Background: an optimization exercise with open tools, aiming at small area. Do not read the settings as production practice. No run shown here included a check of the RTL's function; only the layout flow was run. No activity file was given, so power comes from the tool's default toggle rates.

<file path="run.sh">
#!/bin/bash
# synth_recipe.tcl (not shown) runs the flow's synth.tcl, then flattens the netlist and writes it again
# the make line also repeats each setting of config.mk as NAME=value (left out here)
make -C /OpenROAD-flow-scripts/flow DESIGN_CONFIG=/design/flow/config.mk WORK_HOME=/design/flow/orfs CLKGATE_MAP_FILE= SYNTH_SCRIPT=/design/flow/synth_recipe.tcl finish
</file>
<file path="config.mk">
export PLATFORM = sky130hd
export DESIGN_NAME = multiply_matrix
export DESIGN_NICKNAME = multiply_matrix
export VERILOG_FILES = /design/flow/design.v
export SDC_FILE = /design/flow/constraint.sdc
export NUM_CORES = 8
export LEC_CHECK = 0
export CAP_MARGIN = 20
export CORE_MARGIN = 2
export CORE_UTILIZATION = 40
export CTS_BUF_LIST = sky130_fd_sc_hd__clkbuf_4 sky130_fd_sc_hd__clkbuf_8
export CTS_CLUSTER_DIAMETER = 60
export CTS_CLUSTER_SIZE = 20
export SLEW_MARGIN = 20
export SYNTH_HIERARCHICAL = 1
</file>
<file path="constraint.sdc">
create_clock -name core_clock -period 5.0 [get_ports {clk}]
set_input_delay 1.0000 -clock core_clock [delete_from_list [all_inputs] [get_ports {clk}]]
set_output_delay 1.0000 -clock core_clock [all_outputs]
set_load 0.01 [all_outputs]
</file>
<file path="design.v">
module booth_sel
(
	input logic onen, twon, negn, nzn,
	input logic [7:0] w,
	output logic [8:0] p
);
	logic [7:0] tn;
	assign tn = w ^ {8{negn}};
	assign p[0] = ~((onen | tn[0]) & (twon | negn));
	genvar b;
	generate
		for (b = 1; b < 8; b = b + 1) begin : g_b
			assign p[b] = ~((onen | tn[b]) & (twon | tn[b-1]));
		end
	endgenerate
	assign p[8] = nzn | tn[7];
endmodule
module fa
(
	input logic a, b, ci,
	output logic s, co
);
	assign s = a ^ b ^ ci;
	assign co = (a & b) | (a & ci) | (b & ci);
endmodule
module fac
(
	input logic a, b,
	output logic s, co
);
	assign s = ~(a ^ b);
	assign co = a | b;
endmodule
module ha
(
	input logic a, b,
	output logic s, co
);
	assign s = a ^ b;
	assign co = a & b;
endmodule
module booth_enc
(
	input logic [31:0] a,
	output logic [47:0] e
);
	integer k, i;
	logic x2, x1, x0;
	always_comb begin
		for (k = 0; k < 4; k = k + 1) begin
			for (i = 0; i < 4; i = i + 1) begin
				x2 = a[8*k + 2*i + 1];
				x1 = a[8*k + 2*i];
				x0 = (i == 0) ? 1'b0 : a[8*k + 2*i - 1];
				e[4*k + i] = ~(x1 ^ x0);
				e[16 + 4*k + i] = ~((x2 & ~x1 & ~x0) | (~x2 & x1 & x0));
				e[32 + 4*k + i] = ~(x2 & ~(x1 & x0));
			end
		end
	end
endmodule
module negsum
(
	input logic [63:0] a,
	output logic [9:0] n
);
	integer k, i;
	logic x2, x1, x0;
	always_comb begin
		n = 10'd0;
		for (k = 0; k < 8; k = k + 1) begin
			for (i = 0; i < 4; i = i + 1) begin
				x2 = a[8*k + 2*i + 1];
				x1 = a[8*k + 2*i];
				x0 = (i == 0) ? 1'b0 : a[8*k + 2*i - 1];
				n = n + ({9'd0, x2 & ~(x1 & x0)} << (2*i));
			end
		end
	end
endmodule
module dot_lo
(
	input logic [15:0] onen, twon, negn, nzn,
	input logic [31:0] w,
	input logic [19:0] acc0,
	input logic [9:0] n,
	output logic [19:0] sa, sb
);
  wire [8:0] p0_0;
  booth_sel b0_0 (.onen(onen[0]), .twon(twon[0]), .negn(negn[0]), .nzn(nzn[0]), .w(w[0 +: 8]), .p(p0_0));
  wire [8:0] p0_1;
  booth_sel b0_1 (.onen(onen[1]), .twon(twon[1]), .negn(negn[1]), .nzn(nzn[1]), .w(w[0 +: 8]), .p(p0_1));
  wire [8:0] p0_2;
  booth_sel b0_2 (.onen(onen[2]), .twon(twon[2]), .negn(negn[2]), .nzn(nzn[2]), .w(w[0 +: 8]), .p(p0_2));
  wire [8:0] p0_3;
  booth_sel b0_3 (.onen(onen[3]), .twon(twon[3]), .negn(negn[3]), .nzn(nzn[3]), .w(w[0 +: 8]), .p(p0_3));
  wire [8:0] p1_0;
  booth_sel b1_0 (.onen(onen[4]), .twon(twon[4]), .negn(negn[4]), .nzn(nzn[4]), .w(w[8 +: 8]), .p(p1_0));
  wire [8:0] p1_1;
  booth_sel b1_1 (.onen(onen[5]), .twon(twon[5]), .negn(negn[5]), .nzn(nzn[5]), .w(w[8 +: 8]), .p(p1_1));
  wire [8:0] p1_2;
  booth_sel b1_2 (.onen(onen[6]), .twon(twon[6]), .negn(negn[6]), .nzn(nzn[6]), .w(w[8 +: 8]), .p(p1_2));
  wire [8:0] p1_3;
  booth_sel b1_3 (.onen(onen[7]), .twon(twon[7]), .negn(negn[7]), .nzn(nzn[7]), .w(w[8 +: 8]), .p(p1_3));
  wire [8:0] p2_0;
  booth_sel b2_0 (.onen(onen[8]), .twon(twon[8]), .negn(negn[8]), .nzn(nzn[8]), .w(w[16 +: 8]), .p(p2_0));
  wire [8:0] p2_1;
  booth_sel b2_1 (.onen(onen[9]), .twon(twon[9]), .negn(negn[9]), .nzn(nzn[9]), .w(w[16 +: 8]), .p(p2_1));
  wire [8:0] p2_2;
  booth_sel b2_2 (.onen(onen[10]), .twon(twon[10]), .negn(negn[10]), .nzn(nzn[10]), .w(w[16 +: 8]), .p(p2_2));
  wire [8:0] p2_3;
  booth_sel b2_3 (.onen(onen[11]), .twon(twon[11]), .negn(negn[11]), .nzn(nzn[11]), .w(w[16 +: 8]), .p(p2_3));
  wire [8:0] p3_0;
  booth_sel b3_0 (.onen(onen[12]), .twon(twon[12]), .negn(negn[12]), .nzn(nzn[12]), .w(w[24 +: 8]), .p(p3_0));
  wire [8:0] p3_1;
  booth_sel b3_1 (.onen(onen[13]), .twon(twon[13]), .negn(negn[13]), .nzn(nzn[13]), .w(w[24 +: 8]), .p(p3_1));
  wire [8:0] p3_2;
  booth_sel b3_2 (.onen(onen[14]), .twon(twon[14]), .negn(negn[14]), .nzn(nzn[14]), .w(w[24 +: 8]), .p(p3_2));
  wire [8:0] p3_3;
  booth_sel b3_3 (.onen(onen[15]), .twon(twon[15]), .negn(negn[15]), .nzn(nzn[15]), .w(w[24 +: 8]), .p(p3_3));
  wire ks1, kc1;
  fac k1 (.a(p0_2[7]), .b(p0_3[5]), .s(ks1), .co(kc1));
  wire ks2, kc2;
  fac k2 (.a(p0_2[8]), .b(p0_3[6]), .s(ks2), .co(kc2));
  wire ks3, kc3;
  fac k3 (.a(p0_3[8]), .b(p1_3[8]), .s(ks3), .co(kc3));
  wire i16_0 = ~acc0[16];
  wire i18_0 = ~acc0[18];
  wire ks4, kc4;
  fac k4 (.a(acc0[18]), .b(acc0[19]), .s(ks4), .co(kc4));
  wire s1, c1;
  fa f1 (.a(n[4]), .b(p0_0[4]), .ci(p0_1[2]), .s(s1), .co(c1));
  wire s2, c2;
  fa f2 (.a(n[5]), .b(p0_0[5]), .ci(p0_1[3]), .s(s2), .co(c2));
  wire s3, c3;
  fa f3 (.a(n[6]), .b(p0_0[6]), .ci(p0_1[4]), .s(s3), .co(c3));
  wire s4, c4;
  fa f4 (.a(p0_2[2]), .b(p0_3[0]), .ci(p1_0[6]), .s(s4), .co(c4));
  wire s5, c5;
  fa f5 (.a(p1_1[4]), .b(p1_2[2]), .ci(p1_3[0]), .s(s5), .co(c5));
  wire s6, c6;
  fa f6 (.a(n[7]), .b(p0_0[7]), .ci(p0_1[5]), .s(s6), .co(c6));
  wire s7, c7;
  fa f7 (.a(p0_2[3]), .b(p0_3[1]), .ci(p1_0[7]), .s(s7), .co(c7));
  wire s8, c8;
  fa f8 (.a(p1_1[5]), .b(p1_2[3]), .ci(p1_3[1]), .s(s8), .co(c8));
  wire s9, c9;
  fa f9 (.a(p2_0[7]), .b(p2_1[5]), .ci(p2_2[3]), .s(s9), .co(c9));
  wire s10, c10;
  fa f10 (.a(n[8]), .b(p0_0[8]), .ci(p0_1[6]), .s(s10), .co(c10));
  wire s11, c11;
  fa f11 (.a(p0_2[4]), .b(p0_3[2]), .ci(p1_0[8]), .s(s11), .co(c11));
  wire s12, c12;
  fa f12 (.a(p1_1[6]), .b(p1_2[4]), .ci(p1_3[2]), .s(s12), .co(c12));
  wire s13, c13;
  fa f13 (.a(p2_0[8]), .b(p2_1[6]), .ci(p2_2[4]), .s(s13), .co(c13));
  wire s14, c14;
  fa f14 (.a(p2_3[2]), .b(p3_0[8]), .ci(p3_1[6]), .s(s14), .co(c14));
  wire s15, c15;
  fa f15 (.a(n[9]), .b(p0_1[7]), .ci(p0_2[5]), .s(s15), .co(c15));
  wire s16, c16;
  fa f16 (.a(p0_3[3]), .b(p1_1[7]), .ci(p1_2[5]), .s(s16), .co(c16));
  wire s17, c17;
  fa f17 (.a(p1_3[3]), .b(p2_1[7]), .ci(p2_2[5]), .s(s17), .co(c17));
  wire s18, c18;
  fa f18 (.a(p0_1[8]), .b(p0_2[6]), .ci(p0_3[4]), .s(s18), .co(c18));
  wire s19, c19;
  fa f19 (.a(p1_1[8]), .b(p1_2[6]), .ci(p1_3[4]), .s(s19), .co(c19));
  wire s20, c20;
  fa f20 (.a(n[2]), .b(p0_0[2]), .ci(p0_1[0]), .s(s20), .co(c20));
  wire s21, c21;
  fa f21 (.a(n[3]), .b(p0_0[3]), .ci(p0_1[1]), .s(s21), .co(c21));
  wire s22, c22;
  fa f22 (.a(p0_2[0]), .b(p1_0[4]), .ci(p1_1[2]), .s(s22), .co(c22));
  wire s23, c23;
  fa f23 (.a(p1_2[0]), .b(p2_0[4]), .ci(p2_1[2]), .s(s23), .co(c23));
  wire s24, c24;
  fa f24 (.a(p0_2[1]), .b(p1_0[5]), .ci(p1_1[3]), .s(s24), .co(c24));
  wire s25, c25;
  fa f25 (.a(p1_2[1]), .b(p2_0[5]), .ci(p2_1[3]), .s(s25), .co(c25));
  wire s26, c26;
  fa f26 (.a(p2_2[1]), .b(p3_0[5]), .ci(p3_1[3]), .s(s26), .co(c26));
  wire s27, c27;
  fa f27 (.a(p2_0[6]), .b(p2_1[4]), .ci(p2_2[2]), .s(s27), .co(c27));
  wire s28, c28;
  fa f28 (.a(p2_3[0]), .b(p3_0[6]), .ci(p3_1[4]), .s(s28), .co(c28));
  wire s29, c29;
  fa f29 (.a(p3_2[2]), .b(p3_3[0]), .ci(acc0[6]), .s(s29), .co(c29));
  wire s30, c30;
  fa f30 (.a(c2), .b(s3), .ci(s4), .s(s30), .co(c30));
  wire s31, c31;
  fa f31 (.a(p2_3[1]), .b(p3_0[7]), .ci(p3_1[5]), .s(s31), .co(c31));
  wire s32, c32;
  fa f32 (.a(p3_2[3]), .b(p3_3[1]), .ci(acc0[7]), .s(s32), .co(c32));
  wire s33, c33;
  fa f33 (.a(c3), .b(c4), .ci(c5), .s(s33), .co(c33));
  wire s34, c34;
  fa f34 (.a(s6), .b(s7), .ci(s8), .s(s34), .co(c34));
  wire s35, c35;
  fa f35 (.a(p3_2[4]), .b(p3_3[2]), .ci(acc0[8]), .s(s35), .co(c35));
  wire s36, c36;
  fa f36 (.a(c6), .b(c7), .ci(c8), .s(s36), .co(c36));
  wire s37, c37;
  fa f37 (.a(c9), .b(s10), .ci(s11), .s(s37), .co(c37));
  wire s38, c38;
  fa f38 (.a(s12), .b(s13), .ci(s14), .s(s38), .co(c38));
  wire s39, c39;
  fa f39 (.a(p2_3[3]), .b(p3_1[7]), .ci(p3_2[5]), .s(s39), .co(c39));
  wire s40, c40;
  fa f40 (.a(p3_3[3]), .b(acc0[9]), .ci(c10), .s(s40), .co(c40));
  wire s41, c41;
  fa f41 (.a(c11), .b(c12), .ci(c13), .s(s41), .co(c41));
  wire s42, c42;
  fa f42 (.a(c14), .b(s15), .ci(s16), .s(s42), .co(c42));
  wire s43, c43;
  fa f43 (.a(p2_1[8]), .b(p2_2[6]), .ci(p2_3[4]), .s(s43), .co(c43));
  wire s44, c44;
  fa f44 (.a(p3_1[8]), .b(p3_2[6]), .ci(p3_3[4]), .s(s44), .co(c44));
  wire s45, c45;
  fa f45 (.a(acc0[10]), .b(c15), .ci(c16), .s(s45), .co(c45));
  wire s46, c46;
  fa f46 (.a(c17), .b(s18), .ci(s19), .s(s46), .co(c46));
  wire s47, c47;
  fa f47 (.a(p1_2[7]), .b(p1_3[5]), .ci(p2_2[7]), .s(s47), .co(c47));
  wire s48, c48;
  fa f48 (.a(p2_3[5]), .b(p3_2[7]), .ci(p3_3[5]), .s(s48), .co(c48));
  wire s49, c49;
  fa f49 (.a(ks1), .b(acc0[11]), .ci(c18), .s(s49), .co(c49));
  wire s50, c50;
  fa f50 (.a(p1_2[8]), .b(p1_3[6]), .ci(p2_2[8]), .s(s50), .co(c50));
  wire s51, c51;
  fa f51 (.a(p2_3[6]), .b(p3_2[8]), .ci(p3_3[6]), .s(s51), .co(c51));
  wire s52, c52;
  fa f52 (.a(p1_0[2]), .b(p1_1[0]), .ci(p2_0[2]), .s(s52), .co(c52));
  wire s53, c53;
  fa f53 (.a(p1_0[3]), .b(p1_1[1]), .ci(p2_0[3]), .s(s53), .co(c53));
  wire s54, c54;
  fa f54 (.a(p2_1[1]), .b(p3_0[3]), .ci(p3_1[1]), .s(s54), .co(c54));
  wire s55, c55;
  fa f55 (.a(p2_2[0]), .b(p3_0[4]), .ci(p3_1[2]), .s(s55), .co(c55));
  wire s56, c56;
  fa f56 (.a(p3_2[0]), .b(acc0[4]), .ci(c21), .s(s56), .co(c56));
  wire s57, c57;
  fa f57 (.a(s1), .b(s22), .ci(s23), .s(s57), .co(c57));
  wire s58, c58;
  fa f58 (.a(p3_2[1]), .b(acc0[5]), .ci(c1), .s(s58), .co(c58));
  wire s59, c59;
  fa f59 (.a(c22), .b(c23), .ci(s2), .s(s59), .co(c59));
  wire s60, c60;
  fa f60 (.a(s24), .b(s25), .ci(s26), .s(s60), .co(c60));
  wire s61, c61;
  fa f61 (.a(c24), .b(c25), .ci(c26), .s(s61), .co(c61));
  wire s62, c62;
  fa f62 (.a(s27), .b(s28), .ci(s5), .s(s62), .co(c62));
  wire hs5, hc5;
  ha h5 (.a(s29), .b(s30), .s(hs5), .co(hc5));
  wire s63, c63;
  fa f63 (.a(c27), .b(c28), .ci(s31), .s(s63), .co(c63));
  wire s64, c64;
  fa f64 (.a(s9), .b(c29), .ci(s32), .s(s64), .co(c64));
  wire s65, c65;
  fa f65 (.a(c30), .b(s33), .ci(s34), .s(s65), .co(c65));
  wire s66, c66;
  fa f66 (.a(c31), .b(c32), .ci(s35), .s(s66), .co(c66));
  wire s67, c67;
  fa f67 (.a(c33), .b(c34), .ci(s36), .s(s67), .co(c67));
  wire hs6, hc6;
  ha h6 (.a(s37), .b(s38), .s(hs6), .co(hc6));
  wire s68, c68;
  fa f68 (.a(s17), .b(s39), .ci(c35), .s(s68), .co(c68));
  wire s69, c69;
  fa f69 (.a(c36), .b(s40), .ci(c37), .s(s69), .co(c69));
  wire s70, c70;
  fa f70 (.a(c38), .b(s41), .ci(s42), .s(s70), .co(c70));
  wire s71, c71;
  fa f71 (.a(c39), .b(s43), .ci(s44), .s(s71), .co(c71));
  wire s72, c72;
  fa f72 (.a(c40), .b(c41), .ci(c42), .s(s72), .co(c72));
  wire hs7, hc7;
  ha h7 (.a(s45), .b(s46), .s(hs7), .co(hc7));
  wire s73, c73;
  fa f73 (.a(c19), .b(c43), .ci(c44), .s(s73), .co(c73));
  wire s74, c74;
  fa f74 (.a(s47), .b(s48), .ci(c45), .s(s74), .co(c74));
  wire hs8, hc8;
  ha h8 (.a(s49), .b(c46), .s(hs8), .co(hc8));
  wire s75, c75;
  fa f75 (.a(kc1), .b(ks2), .ci(acc0[12]), .s(s75), .co(c75));
  wire s76, c76;
  fa f76 (.a(c47), .b(c48), .ci(s50), .s(s76), .co(c76));
  wire hs9, hc9;
  ha h9 (.a(s51), .b(c49), .s(hs9), .co(hc9));
  wire s77, c77;
  fa f77 (.a(p0_3[7]), .b(p1_3[7]), .ci(p2_3[7]), .s(s77), .co(c77));
  wire s78, c78;
  fa f78 (.a(p3_3[7]), .b(kc2), .ci(acc0[13]), .s(s78), .co(c78));
  wire hs10, hc10;
  ha h10 (.a(c50), .b(c51), .s(hs10), .co(hc10));
  wire s79, c79;
  fa f79 (.a(p2_3[8]), .b(p3_3[8]), .ci(ks3), .s(s79), .co(c79));
  wire s80, c80;
  fa f80 (.a(n[0]), .b(p0_0[0]), .ci(p1_0[0]), .s(s80), .co(c80));
  wire s81, c81;
  fa f81 (.a(n[1]), .b(p0_0[1]), .ci(p1_0[1]), .s(s81), .co(c81));
  wire s82, c82;
  fa f82 (.a(p2_0[1]), .b(p3_0[1]), .ci(acc0[1]), .s(s82), .co(c82));
  wire s83, c83;
  fa f83 (.a(p2_1[0]), .b(p3_0[2]), .ci(p3_1[0]), .s(s83), .co(c83));
  wire s84, c84;
  fa f84 (.a(acc0[2]), .b(s20), .ci(s52), .s(s84), .co(c84));
  wire s85, c85;
  fa f85 (.a(acc0[3]), .b(c20), .ci(c52), .s(s85), .co(c85));
  wire s86, c86;
  fa f86 (.a(s21), .b(s53), .ci(s54), .s(s86), .co(c86));
  wire s87, c87;
  fa f87 (.a(c53), .b(c54), .ci(s55), .s(s87), .co(c87));
  wire hs11, hc11;
  ha h11 (.a(s56), .b(s57), .s(hs11), .co(hc11));
  wire s88, c88;
  fa f88 (.a(c55), .b(c56), .ci(s58), .s(s88), .co(c88));
  wire s89, c89;
  fa f89 (.a(c57), .b(s59), .ci(s60), .s(s89), .co(c89));
  wire s90, c90;
  fa f90 (.a(c58), .b(c59), .ci(c60), .s(s90), .co(c90));
  wire s91, c91;
  fa f91 (.a(s61), .b(s62), .ci(hs5), .s(s91), .co(c91));
  wire s92, c92;
  fa f92 (.a(c61), .b(c62), .ci(s63), .s(s92), .co(c92));
  wire s93, c93;
  fa f93 (.a(s64), .b(hc5), .ci(s65), .s(s93), .co(c93));
  wire s94, c94;
  fa f94 (.a(c63), .b(c64), .ci(s66), .s(s94), .co(c94));
  wire s95, c95;
  fa f95 (.a(hs6), .b(c65), .ci(s67), .s(s95), .co(c95));
  wire s96, c96;
  fa f96 (.a(s68), .b(c66), .ci(c67), .s(s96), .co(c96));
  wire s97, c97;
  fa f97 (.a(hc6), .b(s69), .ci(s70), .s(s97), .co(c97));
  wire s98, c98;
  fa f98 (.a(s71), .b(c68), .ci(c69), .s(s98), .co(c98));
  wire s99, c99;
  fa f99 (.a(hs7), .b(s72), .ci(c70), .s(s99), .co(c99));
  wire s100, c100;
  fa f100 (.a(c71), .b(s73), .ci(hs8), .s(s100), .co(c100));
  wire s101, c101;
  fa f101 (.a(s74), .b(c72), .ci(hc7), .s(s101), .co(c101));
  wire s102, c102;
  fa f102 (.a(c73), .b(s75), .ci(s76), .s(s102), .co(c102));
  wire s103, c103;
  fa f103 (.a(hs9), .b(c74), .ci(hc8), .s(s103), .co(c103));
  wire s104, c104;
  fa f104 (.a(s77), .b(hs10), .ci(c75), .s(s104), .co(c104));
  wire s105, c105;
  fa f105 (.a(s78), .b(c76), .ci(hc9), .s(s105), .co(c105));
  wire s106, c106;
  fa f106 (.a(acc0[14]), .b(c77), .ci(hc10), .s(s106), .co(c106));
  wire hs12, hc12;
  ha h12 (.a(c78), .b(s79), .s(hs12), .co(hc12));
  wire s107, c107;
  fa f107 (.a(kc3), .b(acc0[15]), .ci(c79), .s(s107), .co(c107));
  wire s108, c108;
  fa f108 (.a(p2_0[0]), .b(p3_0[0]), .ci(acc0[0]), .s(s108), .co(c108));
  wire s109, c109;
  fa f109 (.a(c80), .b(s81), .ci(s82), .s(s109), .co(c109));
  wire s110, c110;
  fa f110 (.a(c81), .b(s83), .ci(c82), .s(s110), .co(c110));
  wire s111, c111;
  fa f111 (.a(c83), .b(c84), .ci(s85), .s(s111), .co(c111));
  wire s112, c112;
  fa f112 (.a(c85), .b(c86), .ci(s87), .s(s112), .co(c112));
  wire s113, c113;
  fa f113 (.a(c87), .b(hc11), .ci(s88), .s(s113), .co(c113));
  wire s114, c114;
  fa f114 (.a(c88), .b(c89), .ci(s90), .s(s114), .co(c114));
  wire s115, c115;
  fa f115 (.a(c90), .b(s92), .ci(c91), .s(s115), .co(c115));
  wire s116, c116;
  fa f116 (.a(c92), .b(s94), .ci(c93), .s(s116), .co(c116));
  wire s117, c117;
  fa f117 (.a(c94), .b(s96), .ci(c95), .s(s117), .co(c117));
  wire s118, c118;
  fa f118 (.a(c96), .b(s98), .ci(c97), .s(s118), .co(c118));
  wire s119, c119;
  fa f119 (.a(s100), .b(c98), .ci(c99), .s(s119), .co(c119));
  wire s120, c120;
  fa f120 (.a(s102), .b(c100), .ci(c101), .s(s120), .co(c120));
  wire s121, c121;
  fa f121 (.a(s104), .b(c102), .ci(s105), .s(s121), .co(c121));
  wire s122, c122;
  fa f122 (.a(hs12), .b(c104), .ci(s106), .s(s122), .co(c122));
  wire s123, c123;
  fa f123 (.a(hc12), .b(c106), .ci(s107), .s(s123), .co(c123));
  wire s124, c124;
  fa f124 (.a(s84), .b(s110), .ci(c109), .s(s124), .co(c124));
  wire s125, c125;
  fa f125 (.a(s86), .b(c110), .ci(s111), .s(s125), .co(c125));
  wire s126, c126;
  fa f126 (.a(c111), .b(hs11), .ci(s112), .s(s126), .co(c126));
  wire s127, c127;
  fa f127 (.a(c112), .b(s89), .ci(s113), .s(s127), .co(c127));
  wire s128, c128;
  fa f128 (.a(c113), .b(s91), .ci(s114), .s(s128), .co(c128));
  wire s129, c129;
  fa f129 (.a(c114), .b(s93), .ci(s115), .s(s129), .co(c129));
  wire s130, c130;
  fa f130 (.a(s95), .b(c115), .ci(s116), .s(s130), .co(c130));
  wire s131, c131;
  fa f131 (.a(s97), .b(c116), .ci(s117), .s(s131), .co(c131));
  wire s132, c132;
  fa f132 (.a(s99), .b(c117), .ci(s118), .s(s132), .co(c132));
  wire s133, c133;
  fa f133 (.a(s101), .b(c118), .ci(s119), .s(s133), .co(c133));
  wire s134, c134;
  fa f134 (.a(s103), .b(s120), .ci(c119), .s(s134), .co(c134));
  wire s135, c135;
  fa f135 (.a(c103), .b(s121), .ci(c120), .s(s135), .co(c135));
  wire s136, c136;
  fa f136 (.a(c105), .b(s122), .ci(c121), .s(s136), .co(c136));
  wire hs13, hc13;
  ha h13 (.a(c122), .b(s123), .s(hs13), .co(hc13));
  wire s137, c137;
  fa f137 (.a(i16_0), .b(c107), .ci(c123), .s(s137), .co(c137));
  wire hs14, hc14;
  ha h14 (.a(acc0[16]), .b(acc0[17]), .s(hs14), .co(hc14));
  assign sa = {ks4, hc14, c137, hc13, c136, c135, c134, c133, c132, c131, c130, c129, c128, c127, c126, c125, c124, s124, c108, s80};
  assign sb = {1'b0, i18_0, hs14, s137, hs13, s136, s135, s134, s133, s132, s131, s130, s129, s128, s127, s126, s125, 1'b0, s109, s108};
endmodule
module dot_hi
(
	input logic [15:0] onen, twon, negn, nzn,
	input logic [31:0] w,
	input logic [19:0] acc0,
	input logic [19:0] acc1,
	output logic [19:0] sa, sb
);
  wire [8:0] p0_0;
  booth_sel b0_0 (.onen(onen[0]), .twon(twon[0]), .negn(negn[0]), .nzn(nzn[0]), .w(w[0 +: 8]), .p(p0_0));
  wire [8:0] p0_1;
  booth_sel b0_1 (.onen(onen[1]), .twon(twon[1]), .negn(negn[1]), .nzn(nzn[1]), .w(w[0 +: 8]), .p(p0_1));
  wire [8:0] p0_2;
  booth_sel b0_2 (.onen(onen[2]), .twon(twon[2]), .negn(negn[2]), .nzn(nzn[2]), .w(w[0 +: 8]), .p(p0_2));
  wire [8:0] p0_3;
  booth_sel b0_3 (.onen(onen[3]), .twon(twon[3]), .negn(negn[3]), .nzn(nzn[3]), .w(w[0 +: 8]), .p(p0_3));
  wire [8:0] p1_0;
  booth_sel b1_0 (.onen(onen[4]), .twon(twon[4]), .negn(negn[4]), .nzn(nzn[4]), .w(w[8 +: 8]), .p(p1_0));
  wire [8:0] p1_1;
  booth_sel b1_1 (.onen(onen[5]), .twon(twon[5]), .negn(negn[5]), .nzn(nzn[5]), .w(w[8 +: 8]), .p(p1_1));
  wire [8:0] p1_2;
  booth_sel b1_2 (.onen(onen[6]), .twon(twon[6]), .negn(negn[6]), .nzn(nzn[6]), .w(w[8 +: 8]), .p(p1_2));
  wire [8:0] p1_3;
  booth_sel b1_3 (.onen(onen[7]), .twon(twon[7]), .negn(negn[7]), .nzn(nzn[7]), .w(w[8 +: 8]), .p(p1_3));
  wire [8:0] p2_0;
  booth_sel b2_0 (.onen(onen[8]), .twon(twon[8]), .negn(negn[8]), .nzn(nzn[8]), .w(w[16 +: 8]), .p(p2_0));
  wire [8:0] p2_1;
  booth_sel b2_1 (.onen(onen[9]), .twon(twon[9]), .negn(negn[9]), .nzn(nzn[9]), .w(w[16 +: 8]), .p(p2_1));
  wire [8:0] p2_2;
  booth_sel b2_2 (.onen(onen[10]), .twon(twon[10]), .negn(negn[10]), .nzn(nzn[10]), .w(w[16 +: 8]), .p(p2_2));
  wire [8:0] p2_3;
  booth_sel b2_3 (.onen(onen[11]), .twon(twon[11]), .negn(negn[11]), .nzn(nzn[11]), .w(w[16 +: 8]), .p(p2_3));
  wire [8:0] p3_0;
  booth_sel b3_0 (.onen(onen[12]), .twon(twon[12]), .negn(negn[12]), .nzn(nzn[12]), .w(w[24 +: 8]), .p(p3_0));
  wire [8:0] p3_1;
  booth_sel b3_1 (.onen(onen[13]), .twon(twon[13]), .negn(negn[13]), .nzn(nzn[13]), .w(w[24 +: 8]), .p(p3_1));
  wire [8:0] p3_2;
  booth_sel b3_2 (.onen(onen[14]), .twon(twon[14]), .negn(negn[14]), .nzn(nzn[14]), .w(w[24 +: 8]), .p(p3_2));
  wire [8:0] p3_3;
  booth_sel b3_3 (.onen(onen[15]), .twon(twon[15]), .negn(negn[15]), .nzn(nzn[15]), .w(w[24 +: 8]), .p(p3_3));
  wire s1, c1;
  fa f1 (.a(acc0[4]), .b(acc1[4]), .ci(p0_0[4]), .s(s1), .co(c1));
  wire s2, c2;
  fa f2 (.a(acc0[5]), .b(acc1[5]), .ci(p0_0[5]), .s(s2), .co(c2));
  wire s3, c3;
  fa f3 (.a(acc0[6]), .b(acc1[6]), .ci(p0_0[6]), .s(s3), .co(c3));
  wire s4, c4;
  fa f4 (.a(p0_1[4]), .b(p0_2[2]), .ci(p0_3[0]), .s(s4), .co(c4));
  wire s5, c5;
  fa f5 (.a(p1_0[6]), .b(p1_1[4]), .ci(p1_2[2]), .s(s5), .co(c5));
  wire s6, c6;
  fa f6 (.a(acc0[7]), .b(acc1[7]), .ci(p0_0[7]), .s(s6), .co(c6));
  wire s7, c7;
  fa f7 (.a(p0_1[5]), .b(p0_2[3]), .ci(p0_3[1]), .s(s7), .co(c7));
  wire s8, c8;
  fa f8 (.a(p1_0[7]), .b(p1_1[5]), .ci(p1_2[3]), .s(s8), .co(c8));
  wire s9, c9;
  fa f9 (.a(p1_3[1]), .b(p2_0[7]), .ci(p2_1[5]), .s(s9), .co(c9));
  wire s10, c10;
  fa f10 (.a(acc0[8]), .b(acc1[8]), .ci(p0_0[8]), .s(s10), .co(c10));
  wire s11, c11;
  fa f11 (.a(p0_1[6]), .b(p0_2[4]), .ci(p0_3[2]), .s(s11), .co(c11));
  wire s12, c12;
  fa f12 (.a(p1_0[8]), .b(p1_1[6]), .ci(p1_2[4]), .s(s12), .co(c12));
  wire s13, c13;
  fa f13 (.a(p1_3[2]), .b(p2_0[8]), .ci(p2_1[6]), .s(s13), .co(c13));
  wire s14, c14;
  fa f14 (.a(p2_2[4]), .b(p2_3[2]), .ci(p3_0[8]), .s(s14), .co(c14));
  wire s15, c15;
  fa f15 (.a(acc0[9]), .b(acc1[9]), .ci(p0_1[7]), .s(s15), .co(c15));
  wire s16, c16;
  fa f16 (.a(p0_2[5]), .b(p0_3[3]), .ci(p1_1[7]), .s(s16), .co(c16));
  wire s17, c17;
  fa f17 (.a(p1_2[5]), .b(p1_3[3]), .ci(p2_1[7]), .s(s17), .co(c17));
  wire s18, c18;
  fa f18 (.a(acc0[10]), .b(acc1[10]), .ci(p0_1[8]), .s(s18), .co(c18));
  wire s19, c19;
  fa f19 (.a(p0_2[6]), .b(p0_3[4]), .ci(p1_1[8]), .s(s19), .co(c19));
  wire s20, c20;
  fa f20 (.a(acc0[2]), .b(acc1[2]), .ci(p0_0[2]), .s(s20), .co(c20));
  wire s21, c21;
  fa f21 (.a(acc0[3]), .b(acc1[3]), .ci(p0_0[3]), .s(s21), .co(c21));
  wire s22, c22;
  fa f22 (.a(p0_1[2]), .b(p0_2[0]), .ci(p1_0[4]), .s(s22), .co(c22));
  wire s23, c23;
  fa f23 (.a(p1_1[2]), .b(p1_2[0]), .ci(p2_0[4]), .s(s23), .co(c23));
  wire s24, c24;
  fa f24 (.a(p0_1[3]), .b(p0_2[1]), .ci(p1_0[5]), .s(s24), .co(c24));
  wire s25, c25;
  fa f25 (.a(p1_1[3]), .b(p1_2[1]), .ci(p2_0[5]), .s(s25), .co(c25));
  wire s26, c26;
  fa f26 (.a(p2_1[3]), .b(p2_2[1]), .ci(p3_0[5]), .s(s26), .co(c26));
  wire s27, c27;
  fa f27 (.a(p1_3[0]), .b(p2_0[6]), .ci(p2_1[4]), .s(s27), .co(c27));
  wire s28, c28;
  fa f28 (.a(p2_2[2]), .b(p2_3[0]), .ci(p3_0[6]), .s(s28), .co(c28));
  wire s29, c29;
  fa f29 (.a(p3_1[4]), .b(p3_2[2]), .ci(p3_3[0]), .s(s29), .co(c29));
  wire s30, c30;
  fa f30 (.a(c2), .b(s3), .ci(s4), .s(s30), .co(c30));
  wire s31, c31;
  fa f31 (.a(p2_2[3]), .b(p2_3[1]), .ci(p3_0[7]), .s(s31), .co(c31));
  wire s32, c32;
  fa f32 (.a(p3_1[5]), .b(p3_2[3]), .ci(p3_3[1]), .s(s32), .co(c32));
  wire s33, c33;
  fa f33 (.a(c3), .b(c4), .ci(c5), .s(s33), .co(c33));
  wire s34, c34;
  fa f34 (.a(s6), .b(s7), .ci(s8), .s(s34), .co(c34));
  wire s35, c35;
  fa f35 (.a(p3_1[6]), .b(p3_2[4]), .ci(p3_3[2]), .s(s35), .co(c35));
  wire s36, c36;
  fa f36 (.a(c6), .b(c7), .ci(c8), .s(s36), .co(c36));
  wire s37, c37;
  fa f37 (.a(c9), .b(s10), .ci(s11), .s(s37), .co(c37));
  wire s38, c38;
  fa f38 (.a(s12), .b(s13), .ci(s14), .s(s38), .co(c38));
  wire s39, c39;
  fa f39 (.a(p2_2[5]), .b(p2_3[3]), .ci(p3_1[7]), .s(s39), .co(c39));
  wire s40, c40;
  fa f40 (.a(p3_2[5]), .b(p3_3[3]), .ci(c10), .s(s40), .co(c40));
  wire s41, c41;
  fa f41 (.a(c11), .b(c12), .ci(c13), .s(s41), .co(c41));
  wire s42, c42;
  fa f42 (.a(c14), .b(s15), .ci(s16), .s(s42), .co(c42));
  wire s43, c43;
  fa f43 (.a(p1_2[6]), .b(p1_3[4]), .ci(p2_1[8]), .s(s43), .co(c43));
  wire s44, c44;
  fa f44 (.a(p2_2[6]), .b(p2_3[4]), .ci(p3_1[8]), .s(s44), .co(c44));
  wire s45, c45;
  fa f45 (.a(p3_2[6]), .b(p3_3[4]), .ci(c15), .s(s45), .co(c45));
  wire s46, c46;
  fa f46 (.a(c16), .b(c17), .ci(s18), .s(s46), .co(c46));
  wire s47, c47;
  fa f47 (.a(acc0[11]), .b(acc1[11]), .ci(p0_2[7]), .s(s47), .co(c47));
  wire s48, c48;
  fa f48 (.a(p0_3[5]), .b(p1_2[7]), .ci(p1_3[5]), .s(s48), .co(c48));
  wire s49, c49;
  fa f49 (.a(p2_2[7]), .b(p2_3[5]), .ci(p3_2[7]), .s(s49), .co(c49));
  wire s50, c50;
  fa f50 (.a(p3_3[5]), .b(c18), .ci(c19), .s(s50), .co(c50));
  wire s51, c51;
  fa f51 (.a(acc0[12]), .b(acc1[12]), .ci(p0_2[8]), .s(s51), .co(c51));
  wire s52, c52;
  fa f52 (.a(p0_3[6]), .b(p1_2[8]), .ci(p1_3[6]), .s(s52), .co(c52));
  wire s53, c53;
  fa f53 (.a(p2_2[8]), .b(p2_3[6]), .ci(p3_2[8]), .s(s53), .co(c53));
  wire s54, c54;
  fa f54 (.a(p0_1[0]), .b(p1_0[2]), .ci(p1_1[0]), .s(s54), .co(c54));
  wire s55, c55;
  fa f55 (.a(p0_1[1]), .b(p1_0[3]), .ci(p1_1[1]), .s(s55), .co(c55));
  wire s56, c56;
  fa f56 (.a(p2_0[3]), .b(p2_1[1]), .ci(p3_0[3]), .s(s56), .co(c56));
  wire s57, c57;
  fa f57 (.a(p2_1[2]), .b(p2_2[0]), .ci(p3_0[4]), .s(s57), .co(c57));
  wire s58, c58;
  fa f58 (.a(p3_1[2]), .b(p3_2[0]), .ci(c21), .s(s58), .co(c58));
  wire s59, c59;
  fa f59 (.a(s1), .b(s22), .ci(s23), .s(s59), .co(c59));
  wire s60, c60;
  fa f60 (.a(p3_1[3]), .b(p3_2[1]), .ci(c1), .s(s60), .co(c60));
  wire s61, c61;
  fa f61 (.a(c22), .b(c23), .ci(s2), .s(s61), .co(c61));
  wire s62, c62;
  fa f62 (.a(s24), .b(s25), .ci(s26), .s(s62), .co(c62));
  wire s63, c63;
  fa f63 (.a(c24), .b(c25), .ci(c26), .s(s63), .co(c63));
  wire s64, c64;
  fa f64 (.a(s27), .b(s28), .ci(s29), .s(s64), .co(c64));
  wire hs1, hc1;
  ha h1 (.a(s5), .b(s30), .s(hs1), .co(hc1));
  wire s65, c65;
  fa f65 (.a(c27), .b(c28), .ci(c29), .s(s65), .co(c65));
  wire s66, c66;
  fa f66 (.a(s31), .b(s32), .ci(s9), .s(s66), .co(c66));
  wire s67, c67;
  fa f67 (.a(c30), .b(s33), .ci(s34), .s(s67), .co(c67));
  wire s68, c68;
  fa f68 (.a(c31), .b(c32), .ci(s35), .s(s68), .co(c68));
  wire s69, c69;
  fa f69 (.a(c33), .b(c34), .ci(s36), .s(s69), .co(c69));
  wire hs2, hc2;
  ha h2 (.a(s37), .b(s38), .s(hs2), .co(hc2));
  wire s70, c70;
  fa f70 (.a(c35), .b(s17), .ci(s39), .s(s70), .co(c70));
  wire s71, c71;
  fa f71 (.a(c36), .b(s40), .ci(c37), .s(s71), .co(c71));
  wire s72, c72;
  fa f72 (.a(c38), .b(s41), .ci(s42), .s(s72), .co(c72));
  wire s73, c73;
  fa f73 (.a(c39), .b(s19), .ci(s43), .s(s73), .co(c73));
  wire s74, c74;
  fa f74 (.a(s44), .b(c40), .ci(c41), .s(s74), .co(c74));
  wire s75, c75;
  fa f75 (.a(s45), .b(c42), .ci(s46), .s(s75), .co(c75));
  wire s76, c76;
  fa f76 (.a(c43), .b(c44), .ci(s47), .s(s76), .co(c76));
  wire s77, c77;
  fa f77 (.a(s48), .b(s49), .ci(c45), .s(s77), .co(c77));
  wire hs3, hc3;
  ha h3 (.a(c46), .b(s50), .s(hs3), .co(hc3));
  wire s78, c78;
  fa f78 (.a(p3_3[6]), .b(c47), .ci(c48), .s(s78), .co(c78));
  wire s79, c79;
  fa f79 (.a(c49), .b(s51), .ci(s52), .s(s79), .co(c79));
  wire hs4, hc4;
  ha h4 (.a(s53), .b(c50), .s(hs4), .co(hc4));
  wire s80, c80;
  fa f80 (.a(acc0[13]), .b(acc1[13]), .ci(p0_3[7]), .s(s80), .co(c80));
  wire s81, c81;
  fa f81 (.a(p1_3[7]), .b(p2_3[7]), .ci(p3_3[7]), .s(s81), .co(c81));
  wire s82, c82;
  fa f82 (.a(c51), .b(c52), .ci(c53), .s(s82), .co(c82));
  wire s83, c83;
  fa f83 (.a(acc0[14]), .b(acc1[14]), .ci(p0_3[8]), .s(s83), .co(c83));
  wire s84, c84;
  fa f84 (.a(p1_3[8]), .b(p2_3[8]), .ci(p3_3[8]), .s(s84), .co(c84));
  wire s85, c85;
  fa f85 (.a(acc0[0]), .b(acc1[0]), .ci(p0_0[0]), .s(s85), .co(c85));
  wire s86, c86;
  fa f86 (.a(acc0[1]), .b(acc1[1]), .ci(p0_0[1]), .s(s86), .co(c86));
  wire s87, c87;
  fa f87 (.a(p1_0[1]), .b(p2_0[1]), .ci(p3_0[1]), .s(s87), .co(c87));
  wire s88, c88;
  fa f88 (.a(p2_0[2]), .b(p2_1[0]), .ci(p3_0[2]), .s(s88), .co(c88));
  wire s89, c89;
  fa f89 (.a(p3_1[0]), .b(s20), .ci(s54), .s(s89), .co(c89));
  wire s90, c90;
  fa f90 (.a(p3_1[1]), .b(c20), .ci(c54), .s(s90), .co(c90));
  wire s91, c91;
  fa f91 (.a(s21), .b(s55), .ci(s56), .s(s91), .co(c91));
  wire s92, c92;
  fa f92 (.a(c55), .b(c56), .ci(s57), .s(s92), .co(c92));
  wire hs5, hc5;
  ha h5 (.a(s58), .b(s59), .s(hs5), .co(hc5));
  wire s93, c93;
  fa f93 (.a(c57), .b(c58), .ci(s60), .s(s93), .co(c93));
  wire s94, c94;
  fa f94 (.a(c59), .b(s61), .ci(s62), .s(s94), .co(c94));
  wire s95, c95;
  fa f95 (.a(c60), .b(c61), .ci(c62), .s(s95), .co(c95));
  wire s96, c96;
  fa f96 (.a(s63), .b(s64), .ci(hs1), .s(s96), .co(c96));
  wire s97, c97;
  fa f97 (.a(c63), .b(c64), .ci(s65), .s(s97), .co(c97));
  wire s98, c98;
  fa f98 (.a(s66), .b(hc1), .ci(s67), .s(s98), .co(c98));
  wire s99, c99;
  fa f99 (.a(c65), .b(c66), .ci(s68), .s(s99), .co(c99));
  wire s100, c100;
  fa f100 (.a(hs2), .b(c67), .ci(s69), .s(s100), .co(c100));
  wire s101, c101;
  fa f101 (.a(c68), .b(s70), .ci(c69), .s(s101), .co(c101));
  wire s102, c102;
  fa f102 (.a(hc2), .b(s71), .ci(s72), .s(s102), .co(c102));
  wire s103, c103;
  fa f103 (.a(c70), .b(s73), .ci(c71), .s(s103), .co(c103));
  wire s104, c104;
  fa f104 (.a(s74), .b(c72), .ci(s75), .s(s104), .co(c104));
  wire s105, c105;
  fa f105 (.a(c73), .b(s76), .ci(c74), .s(s105), .co(c105));
  wire s106, c106;
  fa f106 (.a(hs3), .b(s77), .ci(c75), .s(s106), .co(c106));
  wire s107, c107;
  fa f107 (.a(c76), .b(s78), .ci(s79), .s(s107), .co(c107));
  wire s108, c108;
  fa f108 (.a(hs4), .b(c77), .ci(hc3), .s(s108), .co(c108));
  wire s109, c109;
  fa f109 (.a(s80), .b(s81), .ci(c78), .s(s109), .co(c109));
  wire s110, c110;
  fa f110 (.a(c79), .b(s82), .ci(hc4), .s(s110), .co(c110));
  wire s111, c111;
  fa f111 (.a(c80), .b(c81), .ci(s83), .s(s111), .co(c111));
  wire hs6, hc6;
  ha h6 (.a(s84), .b(c82), .s(hs6), .co(hc6));
  wire s112, c112;
  fa f112 (.a(acc0[15]), .b(acc1[15]), .ci(c83), .s(s112), .co(c112));
  wire s113, c113;
  fa f113 (.a(p1_0[0]), .b(p2_0[0]), .ci(p3_0[0]), .s(s113), .co(c113));
  wire s114, c114;
  fa f114 (.a(c85), .b(s86), .ci(s87), .s(s114), .co(c114));
  wire s115, c115;
  fa f115 (.a(c86), .b(c87), .ci(s88), .s(s115), .co(c115));
  wire s116, c116;
  fa f116 (.a(c88), .b(c89), .ci(s90), .s(s116), .co(c116));
  wire s117, c117;
  fa f117 (.a(c90), .b(c91), .ci(s92), .s(s117), .co(c117));
  wire s118, c118;
  fa f118 (.a(c92), .b(hc5), .ci(s93), .s(s118), .co(c118));
  wire s119, c119;
  fa f119 (.a(c93), .b(s95), .ci(c94), .s(s119), .co(c119));
  wire s120, c120;
  fa f120 (.a(c95), .b(s97), .ci(c96), .s(s120), .co(c120));
  wire s121, c121;
  fa f121 (.a(c97), .b(s99), .ci(c98), .s(s121), .co(c121));
  wire s122, c122;
  fa f122 (.a(c99), .b(s101), .ci(c100), .s(s122), .co(c122));
  wire s123, c123;
  fa f123 (.a(c101), .b(s103), .ci(c102), .s(s123), .co(c123));
  wire s124, c124;
  fa f124 (.a(s105), .b(c103), .ci(s106), .s(s124), .co(c124));
  wire s125, c125;
  fa f125 (.a(s107), .b(c105), .ci(c106), .s(s125), .co(c125));
  wire s126, c126;
  fa f126 (.a(s109), .b(c107), .ci(s110), .s(s126), .co(c126));
  wire s127, c127;
  fa f127 (.a(s111), .b(hs6), .ci(c109), .s(s127), .co(c127));
  wire s128, c128;
  fa f128 (.a(c84), .b(c111), .ci(s112), .s(s128), .co(c128));
  wire s129, c129;
  fa f129 (.a(acc0[16]), .b(acc1[16]), .ci(c112), .s(s129), .co(c129));
  wire s130, c130;
  fa f130 (.a(c114), .b(s115), .ci(s89), .s(s130), .co(c130));
  wire s131, c131;
  fa f131 (.a(c115), .b(s91), .ci(s116), .s(s131), .co(c131));
  wire s132, c132;
  fa f132 (.a(c116), .b(hs5), .ci(s117), .s(s132), .co(c132));
  wire s133, c133;
  fa f133 (.a(c117), .b(s94), .ci(s118), .s(s133), .co(c133));
  wire s134, c134;
  fa f134 (.a(c118), .b(s96), .ci(s119), .s(s134), .co(c134));
  wire s135, c135;
  fa f135 (.a(c119), .b(s98), .ci(s120), .s(s135), .co(c135));
  wire s136, c136;
  fa f136 (.a(s100), .b(c120), .ci(s121), .s(s136), .co(c136));
  wire s137, c137;
  fa f137 (.a(s102), .b(c121), .ci(s122), .s(s137), .co(c137));
  wire s138, c138;
  fa f138 (.a(s104), .b(c122), .ci(s123), .s(s138), .co(c138));
  wire s139, c139;
  fa f139 (.a(c104), .b(c123), .ci(s124), .s(s139), .co(c139));
  wire s140, c140;
  fa f140 (.a(s108), .b(c124), .ci(s125), .s(s140), .co(c140));
  wire s141, c141;
  fa f141 (.a(c108), .b(s126), .ci(c125), .s(s141), .co(c141));
  wire s142, c142;
  fa f142 (.a(c110), .b(s127), .ci(c126), .s(s142), .co(c142));
  wire s143, c143;
  fa f143 (.a(hc6), .b(s128), .ci(c127), .s(s143), .co(c143));
  wire hs7, hc7;
  ha h7 (.a(c128), .b(s129), .s(hs7), .co(hc7));
  wire s144, c144;
  fa f144 (.a(acc0[17]), .b(acc1[17]), .ci(c129), .s(s144), .co(c144));
  wire hs8, hc8;
  ha h8 (.a(acc0[18]), .b(acc1[18]), .s(hs8), .co(hc8));
  wire hs9, hc9;
  ha h9 (.a(acc0[19]), .b(acc1[19]), .s(hs9), .co(hc9));
  assign sa = {hc8, c144, hc7, c143, c142, c141, c140, c139, c138, c137, c136, c135, c134, c133, c132, c131, c130, s130, c113, s85};
  assign sb = {hs9, hs8, s144, hs7, s143, s142, s141, s140, s139, s138, s137, s136, s135, s134, s133, s132, s131, 1'b0, s114, s113};
endmodule
module cpa20
(
	input logic [19:0] a, b,
	output logic [19:0] s
);
  wire [19:0] r, g;
  ha h0 (.a(a[0]), .b(b[0]), .s(r[0]), .co(g[0]));
  fa f1 (.a(a[1]), .b(b[1]), .ci(g[0]), .s(r[1]), .co(g[1]));
  fa f2 (.a(a[2]), .b(b[2]), .ci(g[1]), .s(r[2]), .co(g[2]));
  fa f3 (.a(a[3]), .b(b[3]), .ci(g[2]), .s(r[3]), .co(g[3]));
  fa f4 (.a(a[4]), .b(b[4]), .ci(g[3]), .s(r[4]), .co(g[4]));
  fa f5 (.a(a[5]), .b(b[5]), .ci(g[4]), .s(r[5]), .co(g[5]));
  fa f6 (.a(a[6]), .b(b[6]), .ci(g[5]), .s(r[6]), .co(g[6]));
  assign s[6:0] = r[6:0];
  wire c1 = g[6];
  ha h7 (.a(a[7]), .b(b[7]), .s(r[7]), .co(g[7]));
  fa f8 (.a(a[8]), .b(b[8]), .ci(g[7]), .s(r[8]), .co(g[8]));
  fa f9 (.a(a[9]), .b(b[9]), .ci(g[8]), .s(r[9]), .co(g[9]));
  fa f10 (.a(a[10]), .b(b[10]), .ci(g[9]), .s(r[10]), .co(g[10]));
  fa f11 (.a(a[11]), .b(b[11]), .ci(g[10]), .s(r[11]), .co(g[11]));
  fa f12 (.a(a[12]), .b(b[12]), .ci(g[11]), .s(r[12]), .co(g[12]));
  fa f13 (.a(a[13]), .b(b[13]), .ci(g[12]), .s(r[13]), .co(g[13]));
  wire [7:0] p1;
  assign p1[0] = 1'b1;
  assign p1[1] = p1[0] & r[7];
  assign s[7] = r[7] ^ (c1 & p1[0]);
  assign p1[2] = p1[1] & r[8];
  assign s[8] = r[8] ^ (c1 & p1[1]);
  assign p1[3] = p1[2] & r[9];
  assign s[9] = r[9] ^ (c1 & p1[2]);
  assign p1[4] = p1[3] & r[10];
  assign s[10] = r[10] ^ (c1 & p1[3]);
  assign p1[5] = p1[4] & r[11];
  assign s[11] = r[11] ^ (c1 & p1[4]);
  assign p1[6] = p1[5] & r[12];
  assign s[12] = r[12] ^ (c1 & p1[5]);
  assign p1[7] = p1[6] & r[13];
  assign s[13] = r[13] ^ (c1 & p1[6]);
  wire c2 = g[13] | (c1 & p1[7]);
  ha h14 (.a(a[14]), .b(b[14]), .s(r[14]), .co(g[14]));
  fa f15 (.a(a[15]), .b(b[15]), .ci(g[14]), .s(r[15]), .co(g[15]));
  fa f16 (.a(a[16]), .b(b[16]), .ci(g[15]), .s(r[16]), .co(g[16]));
  fa f17 (.a(a[17]), .b(b[17]), .ci(g[16]), .s(r[17]), .co(g[17]));
  fa f18 (.a(a[18]), .b(b[18]), .ci(g[17]), .s(r[18]), .co(g[18]));
  fa f19 (.a(a[19]), .b(b[19]), .ci(g[18]), .s(r[19]), .co(g[19]));
  wire [6:0] p2;
  assign p2[0] = 1'b1;
  assign p2[1] = p2[0] & r[14];
  assign s[14] = r[14] ^ (c2 & p2[0]);
  assign p2[2] = p2[1] & r[15];
  assign s[15] = r[15] ^ (c2 & p2[1]);
  assign p2[3] = p2[2] & r[16];
  assign s[16] = r[16] ^ (c2 & p2[2]);
  assign p2[4] = p2[3] & r[17];
  assign s[17] = r[17] ^ (c2 & p2[3]);
  assign p2[5] = p2[4] & r[18];
  assign s[18] = r[18] ^ (c2 & p2[4]);
  assign p2[6] = p2[5] & r[19];
  assign s[19] = r[19] ^ (c2 & p2[5]);
  wire c3 = g[19] | (c2 & p2[6]);
endmodule
module multiply_matrix
(
    input clk,
    input load,
	input load_w,
	input [159:0] c,
    input [63:0] a,
	input [63:0] b,
    output logic [159:0] out
);
	logic [63:0] w [0:7];
	logic [63:0] a1;
	logic [31:0] a2;
	logic [47:0] e2, e3;
	logic [9:0] n2;
	logic [159:0] s0a, s0b, s1a, s1b;
	logic [159:0] s [2:7];
	logic [47:0] e_lo, e_hi;
	logic [9:0] n1;
	booth_enc enc_lo (.a(a1[31:0]), .e(e_lo));
	booth_enc enc_hi (.a(a2), .e(e_hi));
	negsum ns (.a(a1), .n(n1));
	logic [15:0] nzn2, nzn3;
	assign nzn2 = e2[15:0] & e2[31:16];
	assign nzn3 = e3[15:0] & e3[31:16];
	logic [159:0] t0a, t0b, t1a, t1b, sum;
	genvar j;
	generate
		for (j = 0; j < 8; j = j + 1) begin : g_dot
			dot_lo dl (.onen(e2[15:0]), .twon(e2[31:16]), .negn(e2[47:32]), .nzn(nzn2), .w(w[j][31:0]),
				.acc0(c[20*j +: 20]), .n(n2), .sa(t0a[20*j +: 20]), .sb(t0b[20*j +: 20]));
			dot_hi dh (.onen(e3[15:0]), .twon(e3[31:16]), .negn(e3[47:32]), .nzn(nzn3), .w(w[j][63:32]),
				.acc0(s0a[20*j +: 20]), .acc1(s0b[20*j +: 20]),
				.sa(t1a[20*j +: 20]), .sb(t1b[20*j +: 20]));
			cpa20 ad (.a(s1a[20*j +: 20]), .b(s1b[20*j +: 20]), .s(sum[20*j +: 20]));
		end
	endgenerate
	integer i;
	always @(posedge clk) begin
		if (load_w) begin
			w[0] <= b;
			for (i = 1; i < 8; i = i + 1)
				w[i] <= w[i-1];
		end
		if (load) begin
			a1 <= a;
			e2 <= e_lo;
			n2 <= n1;
			a2 <= a1[63:32];
			e3 <= e_hi;
			s0a <= t0a;
			s0b <= t0b;
			s1a <= t1a;
			s1b <= t1b;
			s[2] <= sum;
			for (i = 3; i < 8; i = i + 1)
				s[i] <= s[i-1];
		end
	end
	assign out = s[7];
endmodule
</file>
==> results of run 1 <==
==> report_power, final <==
group | internal [mW] | total, mW | switching, mW
logic | 40.3 | 93.9 | 53.6
registers | 35.7 | 39.6 | 3.86
clock network | 6.41 | 15.2 | 8.75
total | 82.4 | 149 | 66.2
==> through the flow <==
step | utilization (%) | power, mW
detailed placement | 42.0 | 133
finish | 43.5 | 149
global placement | 42.0 | 130
CTS | 43.5 | 148
global route | 43.5 | 161
floorplan | - | 129
==> registers in the layout (all words and copies together) (netlist names) <==
signal	count
w	512
n2	10
s1b	160
s0a	160
s0b	160
a2	32
a1	64
s	960
e2	48
s1a	160
e3	48
==> worst max path at each step <==
stage          endpoint    from  cells past startpoint  slack, ns
2_1_floorplan   s1b[10]  e3[36]                     10       0.76
3_3_place_gp    s0b[51]  e2[33]                      9       0.26
3_5_place_dp    s0b[51]  e2[33]                      9       0.25
4_1_cts         s0b[51]  e2[33]                      9       0.24
5_1_grt         s0b[49]  e2[36]                     10       0.05
6_report        s0b[51]  e2[33]                      9       0.13
==> area by class of cell <==
cell class,count,area (um^2),area share [%]
antenna,42,105,0.0581
clock buffer,287,3870,2.14
clock inverter,202,2270,1.26
inverter,207,777,0.429
multi-input combinational,7430,86700,47.9
sequential,2314,69500,38.4
tap,5497,6880,3.80
timing repair buffer,997,10900,6.03
==> worst reg2reg max path: stages, from the launching register on <==
cell and delay [ns]:
edfxtp_1 0.58, buf_12 0.36, xor2_1 0.47, o22ai_1 0.16, fa_1 0.55, fa_1 0.56
fa_1 0.46, fa_1 0.42, fa_1 0.40, fa_1 0.60
==> metal layers <==
| metal | vias to the layer above | global-route usage [%] | share of wire [%] |
|---|---|---|---|
| met5 | - | 0.328 | 0.051 |
| li1 | 39500 | - | - |
| met1 | 52200 | 41.3 | 43 |
| met4 | 24 | 11.0 | 4.5 |
| met2 | 5995 | 41.1 | 42 |
| met3 | 994 | 9.07 | 11 |
==> impl_metrics.yaml, run 1 <==
floorplanning:
  dieArea_um2: 422000
  fp.coreArea_um2: 416000
  start_util_pct: 40.1
  die-height_um: 650
  ios: 451
  die_x_um: 650
  fp-row-count: 237
finish:
  drive_above_1_share_pct: 9.51
  fin_area_um2: 181000
  nets: 14200
  final_common_cell: "fa_1"
  fillers: 37200
  area_growth_pct: 8.43
  layout_common_cells: "2,401 x fa_1, 2,314 x edfxtp_1, 2,112 x xor2_1"
  final_cell_count_no_fill: 17000
status:
  status: "timing/DRC/antenna clean"
global_routing:
  grt_max_degree: 152
  grt_pass1_vias: 104000
  overflow: 0
  antenna_found_initial: 37
  grt_usage_pct: 28.9
  grt_first_pass_wirelength_um: 851000
synthesis:
  ys_warn_count: 13
  synth_area_um2: 167000
  syn_area_per_cell_um2: 14.6
  netlist_instances: 11400
critical_path:
  r2r-end: "s0b[51]"
  r2r_cells: 9
  regToRegStartpoint: "e2[33]"
  rrSetupSlack_ns: 0.13
  path_buf_inv: 1
  critPathMaxFanout: 38
  crit_required_ns: 5.87
  end_kind: "flip-flop"
  cpPeakStageDelay_ns: 0.60
  critPathMostFrequentCell: "fa_1"
  path_cells: "buf_12 > xor2_1 > o22ai_1 > fa_1 > fa_1 > fa_1 > fa_1 > fa_1 > fa_1"
  critical_path.top_delay_family: "adder cells"
  start_kind: "flip-flop"
  critical_path_class: "reg2reg"
  critPathSlowestCell: "fa_1"
  critPathArrivalTime_ns: 5.74
detailed_routing:
  via_per_inst: 5.81
  routed_wl_um: 616000
  avgRoutedWirePerCell_um: 36.3
  dr.pass1.iters: 6
  vias: 98700
  drc_errors: 0
  final_antenna_net_count: 0
  drtIter0Drc: 12500
timing:
  period_minus_slack_ns: 4.87
  setup_viol: 0
  timing.fmax_ghz: 0.205
  rsz0062_at_grt: "false"
  maxSlewViolCount: 0
  hold_viol_final: 0
  whs_ns: 0.326
  slew_headroom_pct: 21.4
  skew_ns: 0.111
  setup_ws_ns: 0.130
  fin_tns_setup_ns: 0
  worst_slew_pin_slew_ns: 1.17
  period_share_pct: 97.4
place:
  place.gp.congestion: 1.03
  dp.cells: 16400
  dpl_cell_area_um2: 175000
  portBuffers: 450
  hpwlAfterDp_um: 476000
  pre_cts_slack_ns: 0.250
clocking:
  cts_tree: "done"
  post_cts_buffers: 0
  cts_hold_buf: 0
  htreeDepth: 5
  cts_root_buf: "clkbuf_8"
  clk_path_buf_depth: 4
  path_clk_slew_ns: 0.11
  cts_sinks: 2314
  clock_latency_ns: 1.18
  cts_resized: 0
  cts_buffers: 272
hold_path:
  hp-class: "in2reg"
  min_from: "load"
  holdPathEnd: "s[4][16]"
  whs_path_depth: 1
power:
  ir_drop_uv: 792
  p_per_area_nw_per_um2: 821
  p_leak_nw: 65.9
job:
  drv_cap: 0
==> run 2, diff against run 1 <==
--- a/config.mk
+++ b/config.mk
@@ -9,6 +9,7 @@
 export CORE_MARGIN = 2
-export CORE_UTILIZATION = 40
-export CTS_BUF_LIST = sky130_fd_sc_hd__clkbuf_4 sky130_fd_sc_hd__clkbuf_8
+export CORE_UTILIZATION = 60
+export CTS_BUF_LIST = sky130_fd_sc_hd__clkbuf_8 sky130_fd_sc_hd__clkbuf_16
 export CTS_CLUSTER_DIAMETER = 60
 export CTS_CLUSTER_SIZE = 20
+export PLACE_DENSITY = 0.72
 export SLEW_MARGIN = 20
==> run 2 against run 1 <==
Against the previous run: still clean; fmax about the same; critical path depth increased by 1; clock power increased by 9.9%; register-to-register slack about the same; sequential share of layout area increased by 0.55 points; clock skew decreased by 0.050 ns; synthesized cell count unchanged.
==> impl_metrics.yaml, run 2 <==
clocking:
  cts_buffers: 201
  htreeDepth: 4
  cts_hold_buf: 0
  cts_tree: "done"
  clock_latency_ns: 0.93
  clk_path_buf_depth: 4
  post_cts_buffers: 0
  cts_sinks: 2314
  path_clk_slew_ns: 0.08
  cts_resized: 0
  cts_root_buf: "clkbuf_16"
floorplanning:
  start_util_pct: 60.4
  die_x_um: 531
  fp.coreArea_um2: 276000
  fp-row-count: 193
  ios: 451
  dieArea_um2: 282000
  die-height_um: 531
global_routing:
  antenna_found_initial: 32
  overflow: 0
  grt_usage_pct: 41.9
  grt_max_degree: 137
  grt_pass1_vias: 105000
  grt_first_pass_wirelength_um: 820000
finish:
  final_common_cell: "fa_1"
  layout_common_cells: "2,401 x fa_1, 2,314 x edfxtp_1, 2,112 x xor2_1"
  largest_reg_flops: 960
  area_growth_pct: 6.88
  fillers: 19400
  multi_input_area_um2: 86600
  drive_above_1_share_pct: 7.62
  regArea_um2: 69500
  top_regs: "s (960), w (512)"
  final_core_util_pct: 64.5
  largest-register: "s"
  nets: 14000
timing:
  period_share_pct: 97.5
  hold_viol_final: 0
  maxSlewViolCount: 0
  period_minus_slack_ns: 4.87
  setup_viol: 0
  worst_slew_pin_slew_ns: 1.05
  fin_tns_setup_ns: 0
  timing.fmax_ghz: 0.205
  skew_ns: 0.0611
  whs_ns: 0.410
  rsz0062_at_grt: "false"
  slew_headroom_pct: 30.1
critical_path:
  end_kind: "flip-flop"
  start_kind: "flip-flop"
  critPathSlowestCell: "fa_1"
  critical_path_class: "reg2reg"
  critPathArrivalTime_ns: 5.53
  cpPeakStageDelay_ns: 0.61
  critical_path.top_delay_family: "adder cells"
  critPathMostFrequentCell: "fa_1"
  path_cells: "buf_12 > buf_4 > xor2_1 > o22ai_1 > fa_1 > fa_1 > fa_1 > fa_1 > fa_1 > fa_1"
  crit_required_ns: 5.66
  path_buf_inv: 2
  critPathMaxFanout: 31
detailed_routing:
  routed_wl_um: 589000
  drc_errors: 0
  avgRoutedWirePerCell_um: 39.4
  final_antenna_net_count: 0
  dr.pass1.iters: 9
  vias: 101000
  via_per_inst: 6.78
  drtIter0Drc: 15400
power:
  p_per_area_nw_per_um2: 840
  ir_drop_uv: 1070
  p_leak_nw: 65.6
  total_power_mw: 150
synthesis:
  synth_area_um2: 167000
  netlist_instances: 11400
  syn_area_per_cell_um2: 14.6
  ys_warn_count: 13
status:
  status: "timing/DRC/antenna clean"
job:
  drv_cap: 0
hold_path:
  hp-class: "reg2reg"
place:
  hpwlAfterDp_um: 444000
  place.gp.congestion: 1.06
  portBuffers: 450
run 2: cell types whose count changed in the layout (fill, tap and decap cells not counted), moves of 13 or more:
cell,change
buf_4,-46
buf_12,-31
clkbuf_16,+203
inv_6,-16
clkbuf_8,-275
inv_8,-23
diode_2,-13
run 2: path summary, 6_finish.rpt:
check | from | to | slack [ns] | cells past startpoint
worst max-delay path | e3[43] | s1b[130] | 0.13 | 10
worst min-delay path | s[2][109] | s[3][109] | 0.41 | 0
worst max register to register | e3[43] | s1b[130] | 0.13 | 10
worst min register to register | s[2][109] | s[3][109] | 0.41 | 0
run 2: power breakdown:
part | switching (mW) | internal, mW
clock network | 8.22 | 8.44
registers | 4.31 | 35.7
logic | 53.1 | 40.1
total | 65.6 | 84.3
run 2: metal layers:
layer | GRT usage [%] | vias to the layer above | wire length (um)
met5 | 0.945 | - | 526
met4 | 17.9 | 32 | 31700
met3 | 16.9 | 1423 | 86600
met2 | 56.9 | 8284 | 240000
met1 | 59.6 | 52400 | 230000
li1 | - | 39200 | -
run 2: final cells by class:
class	instances	area share [%]
multi-input cells	7430	48.6
flip-flops and latches	2314	39.0
repair buffers	919	5.56
clock buffers	203	2.85
well taps	3705	2.60
clock inverters	134	1.00
inverters	207	0.436
diodes	29	0.0407
run 2: metrics by stage:
step / worst slack (ns) / area [um^2] / std cells
after detailed placement: 0.293 / 171000 / 14600
after CTS: 0.269 / 178000 / 14900
after floorplan: 0.762 / 167000 / 11400
final: 0.126 / 178000 / 14900
after global routing: 0.000317 / 178000 / 14900
after global placement: 0.266 / 171000 / 14600
run 2: worst register-to-register path, cell delays in order, from the launching register on:
cell and delay (ns):
edfxtp_1 0.38, buf_12 0.28, buf_4 0.35, xor2_1 0.46
o22ai_1 0.21, fa_1 0.55, fa_1 0.61, fa_1 0.44
fa_1 0.40, fa_1 0.52, fa_1 0.40

[separate check: timing with driven ports]
The flow's constraints put no driver on any port. The routed layouts listed below were extracted and timed again, unchanged, in two steps. Step 1 sets driving cells, clkbuf_16 on the clock port and buf_2 on the other inputs (assumed; they add their load-dependent delay and slew). Step 2, shift: input delay + t, output delay - t, t = (earliest + latest rising clock arrival at the registers) / 2. This alone moves slack from input paths to output paths. Three values: no drivers, after step 1, after step 2; two values: the first two.
| run | t, ns | slack for setup (ns) | worst setup path at the end | clock arrival spread, ns | cell pins on the clock port's net |
|---|---|---|---|---|---|
| run 1 | 1.236 | 0.130 / 0.130 / 0.130 | register to register | 0.130 / 0.129 | 1 |
| run 2 | 1.014 | 0.126 / 0.126 / 0.126 | register to register | 0.068 / 0.068 | 1 |
After both steps setup and hold are still met in every run listed.
